Background: an optimization exercise with open tools, aiming at small area. Do not read the settings as production practice.
Only simulation tests tie the RTL to the original design; equivalence was not proved.
Power figures rest on the tool's default switching activity, not on a simulated workload.

===== config.mk =====
export PLATFORM = sky130hd
export DESIGN_NAME = test
export DESIGN_NICKNAME = test
export VERILOG_FILES = /design/flow/design.v
export SDC_FILE = /design/flow/constraint.sdc
export NUM_CORES = 4
export LEC_CHECK = 0
export CAP_MARGIN = 20
export CORE_MARGIN = 2
export CORE_UTILIZATION = 40
export SLEW_MARGIN = 20

===== constraint.sdc =====
create_clock -name core_clock -period 10.0 [get_ports {clk}]
set_input_delay 2.0000 -clock core_clock [delete_from_list [all_inputs] [get_ports {clk}]]
set_output_delay 2.0000 -clock core_clock [all_outputs]
set_load 0.01 [all_outputs]

===== design.v =====
module Custom_font_ROM(addr, out_data);
	input 	[5:0] addr; 
	output 	[7:0] out_data;
	wire 	[7:0] data[63:0];
	assign out_data = data[addr];
	assign data[00] = 8'b000_01100;
	assign data[01] = 8'b000_01100;
	assign data[02] = 8'b000_00000;
	assign data[03] = 8'b000_00001;
	assign data[04] = 8'b000_10000;
	assign data[05] = 8'b000_11000;
	assign data[06] = 8'b000_00110;
	assign data[07] = 8'b000_00011;
	assign data[08] = 8'b000_00110;
	assign data[09] = 8'b000_00110;
	assign data[10] = 8'b000_00000;
	assign data[11] = 8'b000_10000;
	assign data[12] = 8'b000_0001;
	assign data[13] = 8'b000_00011;
	assign data[14] = 8'b000_01100;
	assign data[15] = 8'b000_11000;
	assign data[16] = 8'b000_10000;
	assign data[17] = 8'b000_11000;
	assign data[18] = 8'b000_00110;
	assign data[19] = 8'b000_00001;
	assign data[20] = 8'b000_00000;
	assign data[21] = 8'b000_00000;
	assign data[22] = 8'b000_00000;
	assign data[23] = 8'b000_00000;
	assign data[24] = 8'b000_00001;
	assign data[25] = 8'b000_00011;
	assign data[26] = 8'b000_01100;
	assign data[27] = 8'b000_10000;
	assign data[28] = 8'b000_00000;
	assign data[29] = 8'b000_00000;
	assign data[30] = 8'b000_00000;
	assign data[31] = 8'b000_00000;
	assign data[32] = 8'b000_00000;
	assign data[33] = 8'b000_00000;
	assign data[34] = 8'b000_00000;
	assign data[35] = 8'b000_00000;
	assign data[36] = 8'b000_00000;
	assign data[37] = 8'b000_00000;
	assign data[38] = 8'b000_00000;
	assign data[39] = 8'b000_00000;
	assign data[40] = 8'b000_00000;
	assign data[41] = 8'b000_00000;
	assign data[42] = 8'b000_00000;
	assign data[43] = 8'b000_00000;
	assign data[44] = 8'b000_00000;
	assign data[45] = 8'b000_00000;
	assign data[46] = 8'b000_00000;
	assign data[47] = 8'b000_00000;
	assign data[48] = 8'b000_00000;
	assign data[49] = 8'b000_00000;
	assign data[50] = 8'b000_00000;
	assign data[51] = 8'b000_00000;
	assign data[52] = 8'b000_00000;
	assign data[53] = 8'b000_00000;
	assign data[54] = 8'b000_00000;
	assign data[55] = 8'b000_00000;
	assign data[56] = 8'b000_00000;
	assign data[57] = 8'b000_00000;
	assign data[58] = 8'b000_00000;
	assign data[59] = 8'b000_00000;
	assign data[60] = 8'b000_00000;
	assign data[61] = 8'b000_00000;
	assign data[62] = 8'b000_00000;
	assign data[63] = 8'b000_00000;
endmodule
module LCD_display_string(clk, rst, ID_data, index, out);
	input 			  	clk, rst;
	input 		[4:0]	index;
	input 		[255:0] ID_data;
	output reg 	[7:0]	out;	
	reg [7:0] displayreg [31:0];
	always@(posedge clk)begin
		displayreg[0] 	<= ID_data[127:120];
		displayreg[1] 	<= ID_data[119:112];
		displayreg[2] 	<= ID_data[111:104]; 
		displayreg[3] 	<= ID_data[103: 96];
		displayreg[4] 	<= ID_data[ 95: 88];
		displayreg[5] 	<= ID_data[ 87: 80];
		displayreg[6] 	<= ID_data[ 79: 72];
		displayreg[7] 	<= ID_data[ 71: 64];
		displayreg[8] 	<= ID_data[ 63: 56];
		displayreg[9] 	<= ID_data[ 55: 48];
		displayreg[10] 	<= ID_data[ 47: 40];
		displayreg[11] 	<= ID_data[ 39: 32]; 
		displayreg[12] 	<= ID_data[ 31: 24];
		displayreg[13] 	<= ID_data[ 23: 16];
		displayreg[14] 	<= ID_data[ 15:  8];
		displayreg[15] 	<= ID_data[  7:  0];
		displayreg[16] 	<= ID_data[255:248];	
		displayreg[17] 	<= ID_data[247:240];
		displayreg[18] 	<= ID_data[239:232]; 
		displayreg[19] 	<= ID_data[231:224];
		displayreg[20] 	<= ID_data[223:216];
		displayreg[21] 	<= ID_data[215:208];
		displayreg[22] 	<= ID_data[207:200];
		displayreg[23] 	<= ID_data[199:192];
		displayreg[24] 	<= ID_data[191:184];
		displayreg[25] 	<= ID_data[183:176];
		displayreg[26] 	<= ID_data[175:168];
		displayreg[27] 	<= ID_data[167:160]; 
		displayreg[28] 	<= ID_data[159:152];
		displayreg[29] 	<= ID_data[151:144];
		displayreg[30] 	<= ID_data[143:136];
		displayreg[31] 	<= ID_data[135:128];			
	end
	always@(*)begin
		out = displayreg[index];
	end
endmodule
module IR_RECEIVE(iCLK,iRST_n,iIRDA,oDATA_READY,oDATA);
input 				iCLK;         
input 				iRST_n;       
input 				iIRDA;        
output 				oDATA_READY;  
output	reg	[31:0]	oDATA;  
parameter IDLE = 2'b00;    
parameter GUIDANCE = 2'b01;    
parameter DATAREAD = 2'b10;    
parameter IDLE_DUR = 230000;   
parameter GUIDANCE_DUR = 210000;   
parameter DATAREAD_DUR = 262143;   
parameter DATA_HIGH_DUR = 41500;	  
parameter BIT_AVAILABLE_DUR = 20000;    
reg [17:0] 	idle_count;           
reg 		idle_count_flag;       
reg [17:0] 	guidance_count;           
reg			guidance_count_flag;      
reg [17:0] 	data_count;            
reg 		data_count_flag;    
reg [5:0] 	bitcount;  
reg [1:0] 	state;    
reg [31:0] 	data;    
reg [31:0] 	data_buf;  
reg 		data_ready;  
assign oDATA_READY = data_ready;
always @(posedge iCLK or negedge iRST_n)begin 
	if (!iRST_n) begin	     
	    state <= IDLE;
	end
	else begin
		case (state)
 		    IDLE     	: if (idle_count > IDLE_DUR)  
		  	              	state <= GUIDANCE; 
		    GUIDANCE 	: if (guidance_count > GUIDANCE_DUR)
		  	              	state <= DATAREAD;
		    DATAREAD 	: if ((data_count >= DATAREAD_DUR) || (bitcount >= 33))
		  					state <= IDLE;
	    default  		: state <= IDLE; 
		endcase
	end
end
always @(posedge iCLK or negedge iRST_n)begin	
	if (!iRST_n)
		idle_count_flag <= 1'b0;
	else if ((state == IDLE) && !iIRDA)
		idle_count_flag <= 1'b1;
	else                           
		idle_count_flag <= 1'b0;		     		 	
 end  		  
always @(posedge iCLK or negedge iRST_n)begin	
	if (!iRST_n)
		idle_count <= 0;
	else if (idle_count_flag)     
		idle_count <= idle_count + 1'b1;
	else  
		idle_count <= 0;	          
end
always @(posedge iCLK or negedge iRST_n)	begin
	if (!iRST_n)
		guidance_count_flag <= 1'b0;
	else if ((state == GUIDANCE) && iIRDA)
		guidance_count_flag <= 1'b1;
	else  
		guidance_count_flag <= 1'b0;     		 	
end
always @(posedge iCLK or negedge iRST_n)	begin
	if (!iRST_n)
		guidance_count <= 0;
	else if (guidance_count_flag)     
		guidance_count <= guidance_count + 1'b1;
	else  
		guidance_count <= 0;	         
end
always @(posedge iCLK or negedge iRST_n)begin
	if (!iRST_n) 
		data_count_flag <= 0;	
	else if ((state == DATAREAD) && iIRDA)
		data_count_flag <= 1'b1;  
	else
		data_count_flag <= 1'b0; 
end
always @(posedge iCLK or negedge iRST_n)begin
	if (!iRST_n)
		data_count <= 1'b0;
	else if(data_count_flag)       
		data_count <= data_count + 1'b1;
	else 
		data_count <= 1'b0;         
end
always @(posedge iCLK or negedge iRST_n) begin
    if (!iRST_n)
       	bitcount <= 6'b0;
	else if (state == DATAREAD) begin
		if (data_count == BIT_AVAILABLE_DUR)
			bitcount <= bitcount + 1'b1;  
	end   
	else
	    bitcount <= 6'b0;
end	  
always @(posedge iCLK or negedge iRST_n)begin
	if (!iRST_n) begin
		data <= 0;
	end
	else if (state == DATAREAD) begin
		if (data_count >= DATA_HIGH_DUR)  
			data[bitcount-1'b1] <= 1'b1;   
	end
	else begin
		data <= 0;	
	end
end		 
always @(posedge iCLK or negedge iRST_n) begin 
	if (!iRST_n) begin
	    data_ready <= 1'b0;
	end
    else if (bitcount == 32) begin
		if (data[31:24] == ~data[23:16]) begin		
			data_buf <= data;      
			data_ready <= 1'b1;    
		end	
		else begin
			data_ready <= 1'b0 ;   
		end
	end
	else begin
		data_ready <= 1'b0 ;
	end
end
always @(posedge iCLK or negedge iRST_n) begin
	  if (!iRST_n)
		   oDATA <= 32'b0000;
	else if (data_ready)
	    oDATA <= data_buf;   
end	  
endmodule
module div400(clk50M, rst, clk400, en400);
    input               clk50M, rst;
    output  reg         clk400;
    output              en400;
    parameter   [22:0]  DIV = 23'd62_500;
    reg         [22:0]  count;
    assign en400 = (count == DIV) & ~clk400;
    always @(posedge clk50M or negedge rst)begin
        if (!rst) begin
            count <= 23'd0;
            clk400 <= 1'd0;
        end
        else begin
            if (count == DIV)begin
                count <= 23'd0;
                clk400 <= ~clk400;
            end
            else begin
                count <= count + 1'd1;
            end
        end
    end
endmodule
module test(clk, rst, IRDA_RXD, LCD_DATA, LCD_EN, LCD_RW, LCD_RS, LED,KEY,SW);
    input               clk, rst;
    input               IRDA_RXD;
    output      [7:0]   LCD_DATA;
	 input 	     [2:0] KEY;
	 input [17:0]SW;
	 output  reg         LCD_EN, LCD_RS, LCD_RW;
    output  reg [17:0]   LED;
    wire            clk400;
    wire            en400;
    div400 	#(.DIV(23'd1953)) div_400HZ(.clk50M(clk), .rst(rst), .clk400(clk400), .en400(en400));
    wire            IR_READY;
    wire    [31:0]  IR_DATA;
    IR_RECEIVE #(.IDLE_DUR(7187), .GUIDANCE_DUR(6562), .DATAREAD_DUR(8191),
                 .DATA_HIGH_DUR(1297), .BIT_AVAILABLE_DUR(625))
               IR(  .iCLK(clk), .iRST_n(rst),
                    .iIRDA(IRDA_RXD), .oDATA_READY(IR_READY), .oDATA(IR_DATA));
    reg             IR_READY_q;
    wire            IR_FALL = IR_READY_q & ~IR_READY;
    always @(posedge clk or negedge rst)begin
        if (!rst)
            IR_READY_q <= 1'b0;
        else
            IR_READY_q <= IR_READY;
    end
    always @(posedge clk or negedge rst)begin
        if (!rst)begin
            LED <= 8'd1;
        end
        else if (IR_FALL) begin
            case(IR_DATA[23:16])
                8'h14 : LED <= (LED[7] == 1'd1) ? {{7{1'd0}}, 1'd1} : LED << 1;
                8'h18 : LED <= (LED[0] == 1'd1) ? {1'd1, {7{1'd0}}} : LED >> 1;
            endcase
        end
    end
    reg     [3:0]   	state, next_command;
    reg     [4:0]   	CHAR_COUNT;
    reg 		[7:0] 	DATA_BUS_VALUE;
    reg     [255:0] 	ID_data;
    reg     [127:0] 	num_Data;
    wire    [127:0] 	org_num;
    reg     [127:0] 	crypto_num;
    reg 		[5:0] 	font_addr;
    wire 	[7:0]		font_data;
    wire    [7:0]   	Next_Char;
    assign LCD_DATA = DATA_BUS_VALUE;
    Custom_font_ROM cr(.addr(font_addr), .out_data(font_data));
    LCD_display_string LCD( .clk(clk), .rst(rst), 
                            .index(CHAR_COUNT), .ID_data(ID_data), .out(Next_Char));
	parameter   space   =   8'h20,
					N       =   8'h4e,
					C       =   8'h43,
					L       =   8'h4c,
					A       =   8'h41,
					B       =   8'h42,
					zero    =   8'h30,
					one     =   8'h31,
					two     =   8'h32,
					three   =   8'h33,
					four    =   8'h34,
					eight   =   8'h38;
	always @(posedge clk or negedge rst)begin
		 if (!rst)begin
				ID_data[127:0] <= {16{space}}; 	  	
				ID_data[255:128] <= {16{space}};   	
 		 end														
		 else if (IR_FALL) begin
			  case (IR_DATA[23:16])
					8'h01 : begin
						 ID_data[127:0] <= {{5{space}}, N, C, L, A, B, space, 8'h00, 8'h01, {3{space}}};
						 ID_data[255:128] <= {16{space}};
					end
					8'h02 : begin
						 ID_data[127:0] <= {16{space}};
						 ID_data[255:128] <= {two, zero, two, four, space, one, one, space, two, eight, {6{space}}};
					end 
			  endcase
		 end
	end
    parameter  RESET 			= 4'd0,
	            DROP_LCD_E 		= 4'd1,
	            HOLD 				= 4'd2,
	            DISPLAY_CLEAR 	= 4'd3,
	            MODE_SET 		= 4'd4,
	            Print_String 	= 4'd5,
	            LINE2 			= 4'd6,
	            RETURN_HOME 	= 4'd7,
	            CG_RAM_HOME 	= 4'd8,
	            write_CG 		= 4'd9;
    reg     [3:0]   	state_nx;
    always @(posedge clk or negedge rst)begin
		if (!rst)
			state <= RESET;
		else if (en400)
			state <= state_nx;
	end
    always @(*)begin
		state_nx = state;
		case (state)
			RESET, DISPLAY_CLEAR, MODE_SET, Print_String,
			LINE2, RETURN_HOME, CG_RAM_HOME, write_CG : state_nx = DROP_LCD_E;
			DROP_LCD_E : state_nx = HOLD;
			HOLD       : state_nx = next_command;
			default    : state_nx = state;
		endcase
	end
    always @(posedge clk)begin
		if (en400) begin
			case (state)
				RESET : begin   
					LCD_EN 			<= 1'b1;
					LCD_RS 			<= 1'b0;
					LCD_RW 			<= 1'b0;
					DATA_BUS_VALUE 	<= 8'h38;
					next_command 	<= DISPLAY_CLEAR;
					CHAR_COUNT 		<= 5'b00000;
				end
				DISPLAY_CLEAR : begin
					LCD_EN 			<= 1'b1;
					LCD_RS 			<= 1'b0;
					LCD_RW 			<= 1'b0;
					DATA_BUS_VALUE 	<= 8'h01;
					next_command 	<= MODE_SET;
				end
				MODE_SET : begin
					LCD_EN 			<= 1'b1;
					LCD_RS 			<= 1'b0;
					LCD_RW 			<= 1'b0;
					DATA_BUS_VALUE 	<= 8'h06;
					next_command 	<= CG_RAM_HOME;
				end
				Print_String : begin
					LCD_EN 			<= 1'b1;
					LCD_RS 			<= 1'b1;
					LCD_RW 			<= 1'b0;
					DATA_BUS_VALUE 	<= Next_Char;
					if (CHAR_COUNT < 31)
						CHAR_COUNT <= CHAR_COUNT + 1'b1;
					else
						CHAR_COUNT <= 5'b00000; 
					if (CHAR_COUNT == 15)
						next_command <= LINE2;
					else if (CHAR_COUNT == 31)
						next_command <= RETURN_HOME;
					else
						next_command <= Print_String;
				end
				LINE2 : begin
					LCD_EN 			<= 1'b1;
					LCD_RS 			<= 1'b0;
					LCD_RW 			<= 1'b0;
					DATA_BUS_VALUE 	<= 8'hC0;  
					next_command 	<= Print_String;
				end
				RETURN_HOME : begin
					LCD_EN 			<= 1'b1;
					LCD_RS 			<= 1'b0;
					LCD_RW 			<= 1'b0;
					DATA_BUS_VALUE 	<= 8'h80;  
					next_command 	<= Print_String;
				end
				CG_RAM_HOME : begin
					LCD_EN 			<= 1'b1;
					LCD_RS 			<= 1'b0;
					LCD_RW 			<= 1'b0;
					DATA_BUS_VALUE 	<= 8'h40;  
					font_addr		<= 6'd0;
					next_command 	<= write_CG;
				end
				write_CG : begin
					LCD_EN 			<= 1'b1;
					LCD_RS 			<= 1'b1;
					LCD_RW 			<= 1'b0;
					DATA_BUS_VALUE 	<= font_data;
					if(font_addr == 6'b111111)begin
						next_command 	<= RETURN_HOME;
					end else begin
						font_addr		<= font_addr + 6'b1;
						next_command 	<= write_CG;
					end
				end
				DROP_LCD_E : begin
					LCD_EN 	<= 1'b0;
				end
				HOLD : begin
				end
			endcase
		end
	end
endmodule

===== run.sh =====
#!/bin/bash
# synth_recipe.tcl (not shown) runs the flow's synth.tcl, then flattens the netlist and writes it again
# the make line also repeats each setting of config.mk as NAME=value (left out here)
make -C /OpenROAD-flow-scripts/flow DESIGN_CONFIG=/design/flow/config.mk WORK_HOME=/design/flow/orfs CLKGATE_MAP_FILE= SYNTH_SCRIPT=/design/flow/synth_recipe.tcl finish

==> impl_metrics.sql <==
INSERT INTO impl_metrics (metric_group, metric, value, unit) VALUES
('clocking', 'ctsLongestPathBuffers', '2', ''),
('route', 'vias_per_cell', '5.257', ''),
('cells_and_area', 'drive_gt1_frac', '0.06031', ''),
('critical_path', 'reg2reg_start', 'div_400HZ.count[1]', ''),
('die', 'design.die.area', '23790', 'um^2'),
('timing', 'final-max-slew-violation-count', '0', ''),
('cells_and_area', 'number_of_fill_cells_in_the_layout', '2021', ''),
('placed_design', 'detailedPlacementHpwl', '11000', 'um'),
('die', 'floorplan.io_pins', '53', ''),
('yosys', 'yosysWarnings', '6', ''),
('placed_design', 'gp_congestion', '0.7910', ''),
('yosys', 'synth.distinct_cells', '76', ''),
('hold_path', 'min_delay_worst_endpoint', 'LCD.displayreg[16][1]', ''),
('route', 'routed_length_per_instance', '14.15', 'um'),
('yosys', 'syn_nets', '928', ''),
('clocking', 'tritoncts.num_buffers', '17', ''),
('run_status', 'outcome', 'finished clean', ''),
('yosys', 'post_synthesis_instance_area', '9027', 'um^2'),
('cells_and_area', 'net_total_in_the_final_layout', '947', ''),
('placed_design', 'place.port_buffers', '30', ''),
('yosys', 'synth_top_area_share', '0.3825', ''),
('hold_path', 'min-delay-path-class', 'flop to flop', ''),
('die', 'fp.dieW', '154.2', 'um'),
('clocking', 'cts_repair_resize_count', '0', ''),
('yosys', 'ys_seq_area_frac', '0.5048', ''),
('critical_path', 'cp-start-kind', 'flop', ''),
('route', 'routed_wl', '16870', 'um'),
('clocking', 'clock_latency', '0.43', 'ns'),
('critical_path', 'critical_path_peak_fanout', '6', ''),
('clocking', 'clock_sink_count', '176', ''),
('critical_path', 'endpoint_kind', 'primary output', ''),
('timing', 'tightestPinTransition', '0.9313', 'ns'),
('timing', 'setup_repair_after_global_routing_missed_its_margin', 'false', ''),
('route', 'drc', '0', ''),
('power', 'power.density', '138.6', 'nW/um^2'),
('critical_path', 'kind_of_cell_with_the_highest_combined_delay_on_the_critical_path', 'flip-flops', ''),
('cells_and_area', 'utilization', '0.4618', ''),
('critical_path', 'path_depth', '1', ''),
('timing', 'finalHoldViolCount', '0', ''),
('route', 'post_route_antenna_net_violation_count', '0', ''),
('critical_path', 'path_class', 'flop to primary output', ''),
('timing', 'fmax', '0.2801', 'GHz'),
('critical_path', 'critical_path.reg2reg.endpoint', 'CHAR_COUNT[2]', ''),
('yosys', 'seq_cells_post_synth', '176', ''),
('yosys', 'yosys-top-cells-area', 'dfrtp_1, edfxtp_1, xnor2_1', ''),
('route', 'violation_count_after_the_first_detailed_routing_iteration', '422', ''),
('route', 'firstDrtPassIters', '5', ''),
('clocking', 'cts-root-buf', 'clkbuf_16', ''),
('die', 'standard_cell_rows', '54', ''),
('power', 'irDropWorstVdd', '0.1046', 'mV'),
('timing', 'fin_setup_tns', '0', 'ns'),
('route', 'routed_via_count', '6266', ''),
('global_route', 'largest_net_degree_at_the_start_of_global_routing', '73', ''),
('yosys', 'dominantRegCellSynth', 'dfrtp_1', ''),
('critical_path', 'cp_cell_sequence', 'clkdlybuf4s50_1', ''),
('global_route', 'globalRoute.totalOverflow', '0', ''),
('global_route', 'number_of_antenna_violations_at_the_first_check_in_global_routing', '0', ''),
('clocking', 'htree_num_levels', '4', ''),
('global_route', 'grt_pass1_wl', '30240', 'um'),
('timing', 'clock_skew', '0.01079', 'ns'),
('clocking', 'cts-hold-fix-buffers', '0', ''),
('timing', 'maxSlewHeadroom', '0.3734', ''),
('global_route', 'globalRouteTotalUtil', '0.1532', ''),
('cells_and_area', 'antenna_fix_cells', '0', ''),
('critical_path', 'max_stage_delay', '0.59', 'ns'),
('die', 'die_height', '154.2', 'um'),
('yosys', 'postSynthAreaPerCell', '10.26', 'um^2'),
('die', 'floorplan.initialDensity', '0.4111', ''),
('yosys', 'yosys.area.top_type', 'dfrtp_1', ''),
('clocking', 'postCtsSetupBuffers', '0', ''),
('critical_path', 'critical_path_buf_inv_count', '1', '');
## worst register-to-register path, cell delays in order (launching register included)
cell and delay [ns]:
dfrtp_1 0.40, inv_1 0.07, ha_1 0.12, nor4b_1 0.28
nand4_1 0.20, or3_1 0.53, nor4_1 0.83
## per-layer routing
layer  vias up  share of wire  track usage
li1       3134              -            -
met4         0         0.0083      0.03738
met1      3051           0.50       0.2143
met5         -              0            0
met3         9          0.029      0.03530
met2        72           0.46       0.2424
## cells in the mapped netlist, drive strengths merged (22+ instances only)
cell type  number
a21oi          23
nand2          64
nand3          47
edfxtp         33
nor2b          36
and2           45
nor2           76
ha             24
xor2           40
xnor2          51
clkbuf         22
inv            27
dfrtp         138
o21ai          29
## state kept, by name (all words and copies together) (netlist names), 8 cells and up
| name | flops |
|---|---|
| IR.data_count | 18 |
| IR.oDATA | 8 |
| IR.idle_count | 18 |
| IR.data | 16 |
| IR.guidance_count | 18 |
| DATA_BUS_VALUE | 8 |
| IR.data_buf | 8 |
| LED | 18 |
| div_400HZ.count | 23 |
## power breakdown
part	internal (mW)	leakage, nW	switching (mW)	total (mW)
Sequential	0.729	2.25	0.00199	0.731
Clock	0.364	0.289	0.296	0.660
Combinational	0.00241	1.85	0.0122	0.0146
## per-stage QoR
stage	hold WS, ns	power (mW)	worst slack (ns)	instance area [um^2]	instances
floorplan	0.3470	0.7474	7.027	9027	880
finish	0.3879	1.405	6.430	10140	1192
global placement	0.3667	0.7609	6.514	9559	1160
detailed placement	0.3660	0.7608	6.525	9559	1160
global route	0.4046	1.460	6.363	10140	1192
CTS	0.3925	1.426	6.398	10140	1192
## worst max path at each step
| stage | slack [ns] | from | to |
|---|---|---|---|
| final | 6.43 | LED[0] | LED[0] |
| after global routing | 6.36 | LED[0] | LED[0] |
| after CTS | 6.40 | LED[0] | LED[0] |
| after detailed placement | 6.53 | rst | state[3] |
| after global placement | 6.51 | rst | state[3] |
| after floorplan | 7.03 | div_400HZ.count[1] | font_addr[0] |
## kinds of logic (layout without fill, tap and decap cells)
kind of cell,after synthesis,in the layout,synth area share
AO/OA/AOI/OAI,130,130,0.1031
XOR/XNOR,91,91,0.08912
adder cells (fa/ha/maj),24,24,0.03326
buffers and inverters,61,93,0.02800
flip-flops,176,176,0.5048
multiplexers,12,12,0.01455
other,1,1,0.0004154
AND/OR/NAND/NOR,385,385,0.2268
## area by class of cell
type                            instances  area (um^2)  area share
Sequential cell                       176         4557      0.4494
Multi-Input combinational cell        643         4219      0.4160
Clock buffer                           19        455.4     0.04491
Tap cell                              280        350.3     0.03455
Timing Repair Buffer                   34        331.6     0.03270
Clock inverter                         13        126.4     0.01246
Inverter                               27        101.3    0.009994
## placed cells by master (no fill, tap or decap), types with 29 or more instances in the layout
| cell | n |
|---|---|
| nand3_1 | 47 |
| dfrtp_1 | 138 |
| nor2_1 | 76 |
| clkdlybuf4s50_1 | 29 |
| xnor2_1 | 50 |
| nor2b_1 | 36 |
| and2_1 | 45 |
| xor2_1 | 40 |
| nand2_1 | 64 |
| edfxtp_1 | 33 |

[separate check: timing with driven ports]
No port has a modelled driver above. Below, the same layout with a new extraction and two added sets of constraints.
Step 1: set_driving_cell puts a clkbuf_16 on clk and a buf_2 on each other input, an assumption about the parent block.
Step 2 also shifts input and output timing later by t, the mid clock arrival at the registers, as if the neighbouring blocks saw the same clock.
a / b / c = ideal / step 1 / step 2; a / b = the first two.
t, ns: 0.474
setup WS [ns]: 6.430 / 6.384 / 6.638
worst hold slack (ns): 0.388 / 0.388 / 0.388
latest minus earliest clock arrival (ns): 0.012 / 0.012
worst register clock-pin slew, ns: 0.08 / 0.08
After both steps this run still meets setup and hold. For this run, drivers alone change the setup slack by -0.046 ns; drivers and shift together by +0.208 ns.
